What follows belongs to an exercise in optimizing a design on an open flow for small area and a short achievable clock period; a production flow would make more cautious choices. At most, simulation tests tie the RTL to the original design; equivalence was not proved. No driver is modelled on the clock port, so clocking that relies on it looks cheaper here than on a real chip.

== exp/indigo ==
// MultiTop
module MultiTop(
    input             clk,
    input      [31:0] a,
    input      [31:0] b,
    output reg [31:0] prod
);
For scale: about 96 flip-flops, roughly 97 I/O pins, ~12,000 µm² of cells after synthesis.
clock: 17.0 ns
lec_check: 0
cap_margin: 20
core_margin: 2
core_utilization: 40
slew_margin: 70
synth_hierarchical: 1
synth_minimum_keep_size: 0
run.sh (not shown) runs the stock make flow with config.mk's settings and CLKGATE_MAP_FILE= SYNTH_SCRIPT=/design/flow/synth_recipe.tcl, a recipe that flattens the netlist after the stock synthesis.
The inputs of exp/fjord differ from those of exp/indigo as listed below.
Settings: SLEW_MARGIN now 85, was 70.
Notes after the runs:
exp/fjord -> exp/indigo: number of placed I/O pins delta 0, exact match
Diff exp/indigo -> exp/fjord | count of fill cells added during filler insertion | decrease of about 70%
Re height of the die: no difference whatsoever between exp/indigo and exp/fjord.
Relative to exp/indigo, the final worst-path cycle share of exp/fjord is higher by 6.2 points.
exp/fjord ended up with a higher cell area than exp/indigo did.
Taking exp/indigo as the reference point, the number of cells traversed by the worst register-to-register path of exp/fjord rises by 4.
Comparing exp/indigo and exp/fjord, signed area change from the synthesized netlist to the final layout is higher on exp/fjord.
Taking exp/fjord as 1.0, exp/indigo lands at 0.61 on via count.
No run of this note included a check of the RTL's function; only the layout flow was run.

job 5261:
Another version of the RTL of MultiTop (not shown whole).
Size in the first run: ~1100 cells after synthesis, roughly 96 flip-flops, roughly 97 I/O pins, ~12000 um^2 of cells after synthesis.
// MultiTop
module MultiTop(
    input             clk,
    input      [31:0] a,
    input      [31:0] b,
    output reg [31:0] prod
);
clock: 17.0 ns
lec_check: 0
cap_margin: 20
core_margin: 2
core_utilization: 40
slew_margin: 75
synth_hierarchical: 1
synth_minimum_keep_size: 0
standard.sh (not shown) runs the stock make flow with config.mk's settings and CLKGATE_MAP_FILE= SYNTH_SCRIPT=/design/flow/synth_recipe.tcl, a recipe that flattens the netlist after the stock synthesis.
==> flow/flow/run.sh <==
#!/bin/bash
# The standard layout (the standard.sh, standard synthesis included), except that the
# buffers buffer_ports puts on every input and output port are buf_1 cells rather than the
# clkdlybuf4s50_1 delay cells it picks by default. The make output goes to standard.log;
# ORFS keeps each step's own log under orfs/logs/.
set -euo pipefail
bash standard.sh BUFFER_PORTS_ARGS="-buffer_cell sky130_fd_sc_hd__buf_1" finish > standard.log 2>&1
The final layout from job 5261, which completed every stage, passed the timing, DRC and antenna checks at the end of the flow.
### job 5261 -> job 8963
Settings: SLEW_MARGIN changed from 75 to 72; CTS_BUF_LIST newly set to sky130_fd_sc_hd__clkbuf_8.
==> flow/flow/run.sh <==
#!/bin/bash
set -euo pipefail
SKEW_CELLS="sky130_fd_sc_hd__clkdlybuf4s15_1" \
  bash standard.sh BUFFER_PORTS_ARGS="-buffer_cell sky130_fd_sc_hd__buf_1" PRE_CTS_TCL="$(pwd)/flow/skew.tcl" CTS_ARGS="-sink_clustering_enable -repair_clock_nets -delay_buffer_derate 0 -no_insertion_delay" finish > standard.log 2>&1
==> flow/flow/skew.tcl (new file) <==
set block [ord::get_db_block]
set db [ord::get_db]
set clk [$block findNet clk]
set cells [split $::env(SKEW_CELLS) ","]
set flops {}
set sx 0.0
set sy 0.0
foreach i [$block getInsts] {
  if {[string match "prod*" [$i getName]] && [string match "sky130_fd_sc_hd__df*" [[$i getMaster] getName]]} {
    lappend flops $i
    set bb [$i getBBox]
    set sx [expr {$sx + [$bb xMin]}]
    set sy [expr {$sy + [$bb yMin]}]
  }
}
set nf [llength $flops]
puts "skew: $nf product registers"
if {$nf != 32} { error "skew: expected 32 product registers, found $nf" }
set cx [expr {int($sx / $nf)}]
set cy [expr {int($sy / $nf)}]
set prev $clk
set k 0
foreach c $cells {
  set m [$db findMaster $c]
  if {$m eq "NULL" || $m eq ""} { error "skew: no master $c" }
  set inst [odb::dbInst_create $block $m skew_dly_$k]
  set net [odb::dbNet_create $block clk_prod_$k]
  $net setSigType CLOCK
  [$inst findITerm A] connect $prev
  [$inst findITerm X] connect $net
  $inst setLocation $cx $cy
  $inst setPlacementStatus PLACED
  set prev $net
  incr k
}
foreach i $flops {
  set it [$i findITerm CLK]
  $it disconnect
  $it connect $prev
}
puts "skew: product registers now clocked from [$prev getName] through $k cells"
detailed_placement
==> comparison <==
Between job 5261 and job 8963, the flow reports sum of routed wire length over all layers increasing by a few percent.
Depth of the critical timing path with buffers and inverters included (job 8963 over job 5261): decrease, 1
Worst stage delay on the critical path on job 8963 is down relative to job 5261.
What job 340 does differently from job 8963 at the input level:
Settings: removing CTS_BUF_LIST (formerly sky130_fd_sc_hd__clkbuf_8).
==> flow/flow/run.sh <==
#!/bin/bash
# The standard layout (the standard.sh, standard synthesis included), except that the
# buffers buffer_ports puts on every input and output port are buf_1 cells rather than the
# clkdlybuf4s50_1 delay cells it picks by default. The make output goes to standard.log;
# ORFS keeps each step's own log under orfs/logs/.
set -euo pipefail
bash standard.sh BUFFER_PORTS_ARGS="-buffer_cell sky130_fd_sc_hd__buf_1" finish > standard.log 2>&1
removed: flow/flow/skew.tcl
[summary]
Job 340: no failed stages, no open violations at the end
Lower clock skew was reported by job 340, not job 8963.
On final hold slack: job 340 sits above job 8963.
The final reports for job 340 and job 8963 show worst-case headroom to the max-slew limit lower in the former.
Job 340 against job 8963: achievable clock frequency went down; post-route worst setup slack decreased 560 ps.
Relative to job 8963, fraction of met1 tracks used by global routing has decreased by 0.65 points in job 340.
Here is what was changed in the inputs of job 4541 compared with job 340.
==> flow/flow/run.sh <==
#!/bin/bash
set -euo pipefail
SKEW_CELLS="sky130_fd_sc_hd__clkdlybuf4s50_1" \
  bash standard.sh BUFFER_PORTS_ARGS="-buffer_cell sky130_fd_sc_hd__buf_1" PRE_CTS_TCL="$(pwd)/flow/skew.tcl" finish > standard.log 2>&1
==> flow/flow/skew.tcl (new file) <==
set block [ord::get_db_block]
set db [ord::get_db]
set clk [$block findNet clk]
set cells [split $::env(SKEW_CELLS) ","]
set flops {}
set sx 0.0
set sy 0.0
foreach i [$block getInsts] {
  if {[string match "prod*" [$i getName]] && [string match "sky130_fd_sc_hd__df*" [[$i getMaster] getName]]} {
    lappend flops $i
    set bb [$i getBBox]
    set sx [expr {$sx + [$bb xMin]}]
    set sy [expr {$sy + [$bb yMin]}]
  }
}
set nf [llength $flops]
puts "skew: $nf product registers"
if {$nf != 32} { error "skew: expected 32 product registers, found $nf" }
set cx [expr {int($sx / $nf)}]
set cy [expr {int($sy / $nf)}]
set prev $clk
set k 0
foreach c $cells {
  set m [$db findMaster $c]
  if {$m eq "NULL" || $m eq ""} { error "skew: no master $c" }
  set inst [odb::dbInst_create $block $m skew_dly_$k]
  set net [odb::dbNet_create $block clk_prod_$k]
  $net setSigType CLOCK
  [$inst findITerm A] connect $prev
  [$inst findITerm X] connect $net
  $inst setLocation $cx $cy
  $inst setPlacementStatus PLACED
  set prev $net
  incr k
}
foreach i $flops {
  set it [$i findITerm CLK]
  $it disconnect
  $it connect $prev
}
puts "skew: product registers now clocked from [$prev getName] through $k cells"
detailed_placement
Notes after the runs:
- Job 4541 finished all stages; the layout is clean.
- Compared with job 340, in job 4541 number of detailed-route iterations in the first pass increased by 1 relative to the old numbers, number of failing setup endpoints in the final timing report closely matched the old numbers, number of global-route vias before repair increased by 2.1% relative to the old numbers.
- Fraction of layout instances using a drive strength above 1, job 4541 and job 340: larger value in job 4541
- Measured against each other, job 4541 and job 340 differ in sequential portion of the cell area, the lower figure coming from job 4541.
- When the final numbers for job 4541 and job 340 were put side by side, the worst-skew pair later-pin latency turned out to be greater in job 4541.
- Core utilization for job 4541: 1.2 points up relative to job 340

RTL: one of the versions met above, not the one the previous note started from.
Size in the first run: roughly 1100 cells after synthesis, ~97 I/O pins, roughly 0.012 mm² of cells after synthesis.
==> flow/config.mk <==
export PLATFORM = sky130hd
export DESIGN_NAME = MultiTop
export DESIGN_NICKNAME = MultiTop
export VERILOG_FILES = /design/flow/design.v
export SDC_FILE = /design/flow/constraint.sdc
export NUM_CORES = 4
export LEC_CHECK = 0
export CAP_MARGIN = 20
export CORE_MARGIN = 2
export CORE_UTILIZATION = 40
export SLEW_MARGIN = 75
export SYNTH_HIERARCHICAL = 1
export SYNTH_MINIMUM_KEEP_SIZE = 0
==> flow/constraint.sdc <==
create_clock -name core_clock -period 17.0 [get_ports {clk}]
set_input_delay 3.4000 -clock core_clock [delete_from_list [all_inputs] [get_ports {clk}]]
set_output_delay 3.4000 -clock core_clock [all_outputs]
set_load 0.01 [all_outputs]
run.sh (not shown) runs the stock make flow with config.mk's settings and CLKGATE_MAP_FILE= SYNTH_SCRIPT=/design/flow/synth_recipe.tcl, a recipe that flattens the netlist after the stock synthesis.
Stock flow here: none of the scripts above is used.
Next try:
CORE_UTILIZATION = 60   (was 40)
Via count goes up by 3.2%.
Cell count decreases by about 8%.
Maximum frequency goes down by about 2.4%.
Critical path depth does not change.
Worst setup slack gets worse by 0.14 ns.
Clock-buffer cell count drops by 1.
Final area decreases by about 1.4%.
Routed wire length falls by 0.62%.
No run of this note included a check of the RTL's function; only the layout flow was run.

== job 6172 ==
MultiTop, a different RTL version from the one above (not shown whole).
Size: ~97 I/O pins, ~0.012 sq mm of cells after synthesis.
export LEC_CHECK = 0
export CAP_MARGIN = 20
export CORE_MARGIN = 2
export CORE_UTILIZATION = 40
export SLEW_MARGIN = 75
export SYNTH_HIERARCHICAL = 1
export SYNTH_MINIMUM_KEEP_SIZE = 0
create_clock -name core_clock -period 17.0 [get_ports {clk}]
standard.sh (not shown) runs the stock make flow with config.mk's settings and CLKGATE_MAP_FILE= SYNTH_SCRIPT=/design/flow/synth_recipe.tcl, a recipe that flattens the netlist after the stock synthesis.
==> flow/flow/run.sh <==
#!/bin/bash
# The standard layout (the standard.sh, standard synthesis included), except that the
# buffers buffer_ports puts on every input and output port are buf_1 cells rather than the
# clkdlybuf4s50_1 delay cells it picks by default. The make output goes to standard.log;
# ORFS keeps each step's own log under orfs/logs/.
set -euo pipefail
bash standard.sh BUFFER_PORTS_ARGS="-buffer_cell sky130_fd_sc_hd__buf_1" finish > standard.log 2>&1
Job 6172 | stages: all done | timing, DRC, antenna: all pass
Input changes introduced in job 1828 (baseline for comparison: job 6172):
- CORE_UTILIZATION: 40 -> 55
Findings:
Cell area | job 1828 vs job 6172 | job 1828 smaller
In the metrics for job 6172 and job 1828, the one carrying the lower detail-routed net length per standard cell is job 6172.
Job 1828 vs job 6172 on share of cell area taken by multi-input logic gates: job 1828 is the higher one.
Against job 6172, standard cell area after detailed placement in job 1828 fell slightly.
Looking at arrival time at the worst endpoint, job 1828 sits 0.10 ns higher than job 6172 does.
Sort job 6172 and job 1828 by worst hold slack after final layout, ascending, and job 6172 comes first.
The following lists how job 4785 was set up differently from job 1828:
- swapping 55 for 40 in CORE_UTILIZATION
- swapping 75 for 20 in SLEW_MARGIN
==> flow/flow/run.sh <==
#!/bin/bash
# The standard layout (the standard.sh, standard synthesis included), with two changes:
# - buffer_ports puts buf_1 cells on the ports rather than clkdlybuf4s50_1 delay cells;
# - before the placement-stage repair_design, flow/fanout.tcl sets a max fanout, so that
#   repair_design buffers the high-fanout select nets.
# The make output goes to standard.log; ORFS keeps each step's own log under orfs/logs/.
set -euo pipefail
bash standard.sh BUFFER_PORTS_ARGS="-buffer_cell sky130_fd_sc_hd__buf_1" PRE_RESIZE_TCL="$(pwd)/flow/fanout.tcl" finish > standard.log 2>&1
==> flow/flow/fanout.tcl (new file) <==
# Buffer high-fanout nets (the Booth select lines): repair_design splits any net above this fanout.
set_max_fanout 8 [current_design]
[summary]
Total length of routed met3 wires | job 4785 above job 1828. Job 4785 ended with more post-route clock period utilization than job 1828. Job 1828 → job 4785: worst relative slew slack went down by 33 points; fraction of the mapped netlist area in compound gates roughly the same. Re diode insertion count for antenna repair: no difference whatsoever between job 4785 and job 1828. On non-clock buffer count, the lower figure sits with job 1828, not job 4785. Job 4785 vs. job 1828: global-route wire length before repair rose by 15%, number of cells after detailed placement increased by about 17% relative to the old numbers, worst path setup slack after routing now smaller, global-route usage decreased 4.6 points, final cell count moved up.
Modified inputs, job 2449 compared to job 4785
- swapping 20 for 72 in SLEW_MARGIN
==> flow/flow/run.sh <==
#!/bin/bash
# The standard layout (the standard.sh, standard synthesis included), except that the
# buffers buffer_ports puts on every input and output port are buf_1 cells rather than the
# clkdlybuf4s50_1 delay cells it picks by default. The make output goes to standard.log;
# ORFS keeps each step's own log under orfs/logs/.
set -euo pipefail
bash standard.sh BUFFER_PORTS_ARGS="-buffer_cell sky130_fd_sc_hd__buf_1" finish > standard.log 2>&1
removed: flow/flow/fanout.tcl
--- outcome ---
- Diff job 4785 -> job 2449: register area share after synthesis shows no meaningful change, fraction of met2 tracks used by global routing went down, share of the clock period used by the worst path dropped 28 points, critical path buffer and inverter count saw a decrease.
- Sequential share of layout area in job 2449 is 1.5 points above job 4785.
Inputs modified between job 2449 and job 7015:
- swapping 72 for 75 in SLEW_MARGIN
==> flow/run.sh (new file) <==
#!/bin/bash
# synth_recipe.tcl (not shown) runs the flow's synth.tcl, then flattens the netlist and writes it again
# the make line also repeats each setting of config.mk as NAME=value (left out here)
make -C /OpenROAD-flow-scripts/flow DESIGN_CONFIG=/design/flow/config.mk WORK_HOME=/design/flow/orfs CLKGATE_MAP_FILE= SYNTH_SCRIPT=/design/flow/synth_recipe.tcl finish
removed: flow/flow/run.sh
removed: flow/standard.sh
### Flow results
The share of final layout cell area taken by clock buffers and inverters was comparable across job 7015 and job 2449. Across both runs, hold slack was lower for job 7015 than for job 2449.

Starting RTL as in the previous note.
## MultiTop
module MultiTop(
    input             clk,
    input      [31:0] a,
    input      [31:0] b,
    output reg [31:0] prod
);
clock: 17.0 ns
lec_check: 0
cap_margin: 20
core_margin: 2
core_utilization: 40
slew_margin: 78
synth_hierarchical: 1
synth_minimum_keep_size: 0
==> flow/flow/run.sh <==
#!/bin/bash
# The standard layout (the standard.sh, standard synthesis included), except that the
# buffers buffer_ports puts on every input and output port are buf_1 cells rather than the
# clkdlybuf4s50_1 delay cells it picks by default. The make output goes to standard.log;
# ORFS keeps each step's own log under orfs/logs/.
set -euo pipefail
bash standard.sh BUFFER_PORTS_ARGS="-buffer_cell sky130_fd_sc_hd__buf_1" finish > standard.log 2>&1
The starting point finished with timing, DRC and antenna clean.
Rerun with:
Settings changed: CTS_BUF_LIST set to sky130_fd_sc_hd__clkbuf_8, SLEW_MARGIN 78 to 75.
Outcome:
- fmax is higher slightly
- via count went down slightly
- non-clock buffer count is lower by 6
- critical path depth stays the same
Rerun with:
==> flow/flow/run.sh (replaced) <==
#!/bin/bash
# The standard layout (the standard.sh, standard synthesis included), with two changes:
# - buffer_ports puts buf_1 cells on the ports rather than clkdlybuf4s50_1 delay cells;
# - before the placement-stage repair_design, flow/fanout.tcl sets a max fanout, so that
#   repair_design buffers the high-fanout select nets.
# The make output goes to standard.log; ORFS keeps each step's own log under orfs/logs/.
set -euo pipefail
bash standard.sh BUFFER_PORTS_ARGS="-buffer_cell sky130_fd_sc_hd__buf_1" PRE_RESIZE_TCL="$(pwd)/flow/fanout.tcl" finish > standard.log 2>&1
==> flow/flow/fanout.tcl (new file) <==
# Buffer high-fanout nets (the Booth select lines): repair_design splits any net above this fanout.
set_max_fanout 14 [current_design]
Settings changed: CTS_BUF_LIST sky130_fd_sc_hd__clkbuf_8 to unset, SLEW_MARGIN 75 to 20.
Effect: The new run completed without violations; cell count came out higher by 2.5%; final area came out higher by 1.5%; die area is unchanged; worst hold slack gains 0.25 ns; via count came out higher by 3.8%; core utilization came out higher by 0.69 points; first-iteration DRC count came out higher by 17%; routed wire length came out higher by about 8%.

## static timing again, ports no longer ideal
No port has a modelled driver above. Below, the same layouts with a new extraction and two added sets of constraints. Step 1: set_driving_cell puts a clkbuf_16 on clk and a buf_2 on each other input, an assumption about the parent block. Step 2, shift: input delay + t, output delay - t, t = (earliest + latest rising clock arrival at the registers) / 2. This alone moves slack from input paths to output paths. a / b / c = ideal / step 1 / step 2; a / b = the first two.
run	shift t [ns]	setup WS [ns]	worst setup path at the end	clock arrival spread, ns	worst register clock-pin slew, ns	worst data-port slew with drivers (ns)
exp/indigo	0.424	11.029 / 11.029 / 11.029	register to register	0.011 / 0.011	0.08 / 0.08	0.04
exp/fjord	0.457	9.973 / 9.973 / 9.973	register to register	0.018 / 0.019	0.10 / 0.10	0.09
job 5261	0.419	11.560 / 11.560 / 11.560	register to register	0.009 / 0.009	0.08 / 0.08	0.05
job 8963	0.706	12.136 / 12.113 / 12.136	register to register	0.626 / 0.626	0.08 / 0.08	0.05
job 340	0.421	11.576 / 11.576 / 11.576	register to register	0.010 / 0.010	0.07 / 0.07	0.05
job 4541	1.129	11.605 / 11.605 / 11.605	register to register	0.061 / 0.061	0.07 / 0.07	0.05
the first run of note 3	0.426	11.395 / 11.395 / 11.395	register to register	0.010 / 0.009	0.08 / 0.08	0.04
the second run of note 3	0.412	11.259 / 11.259 / 11.259	register to register	0.018 / 0.018	0.09 / 0.09	0.05
job 6172	0.416	11.462 / 11.462 / 11.462	register to register	0.015 / 0.015	0.07 / 0.07	0.04
job 1828	0.409	11.352 / 11.352 / 11.352	register to register	0.010 / 0.009	0.08 / 0.08	0.03
job 4785	0.426	6.656 / 6.656 / 6.656	register to register	0.016 / 0.016	0.08 / 0.08	0.04
job 2449	0.419	11.369 / 11.369 / 11.369	register to register	0.016 / 0.017	0.07 / 0.07	0.04
job 7015	0.422	11.417 / 11.417 / 11.417	register to register	0.015 / 0.015	0.08 / 0.08	0.05
the first run of note 5	0.420	11.389 / 11.389 / 11.389	register to register	0.016 / 0.016	0.08 / 0.08	0.04
the second run of note 5	0.467	11.408 / 11.408 / 11.408	register to register	0.017 / 0.017	0.11 / 0.11	0.04
the third run of note 5	0.428	8.473 / 8.473 / 8.473	register to register	0.013 / 0.012	0.07 / 0.07	0.04
In job 8963 the clock reaches the registers at very different times; t lies between them, and the last value is a rough guide only.
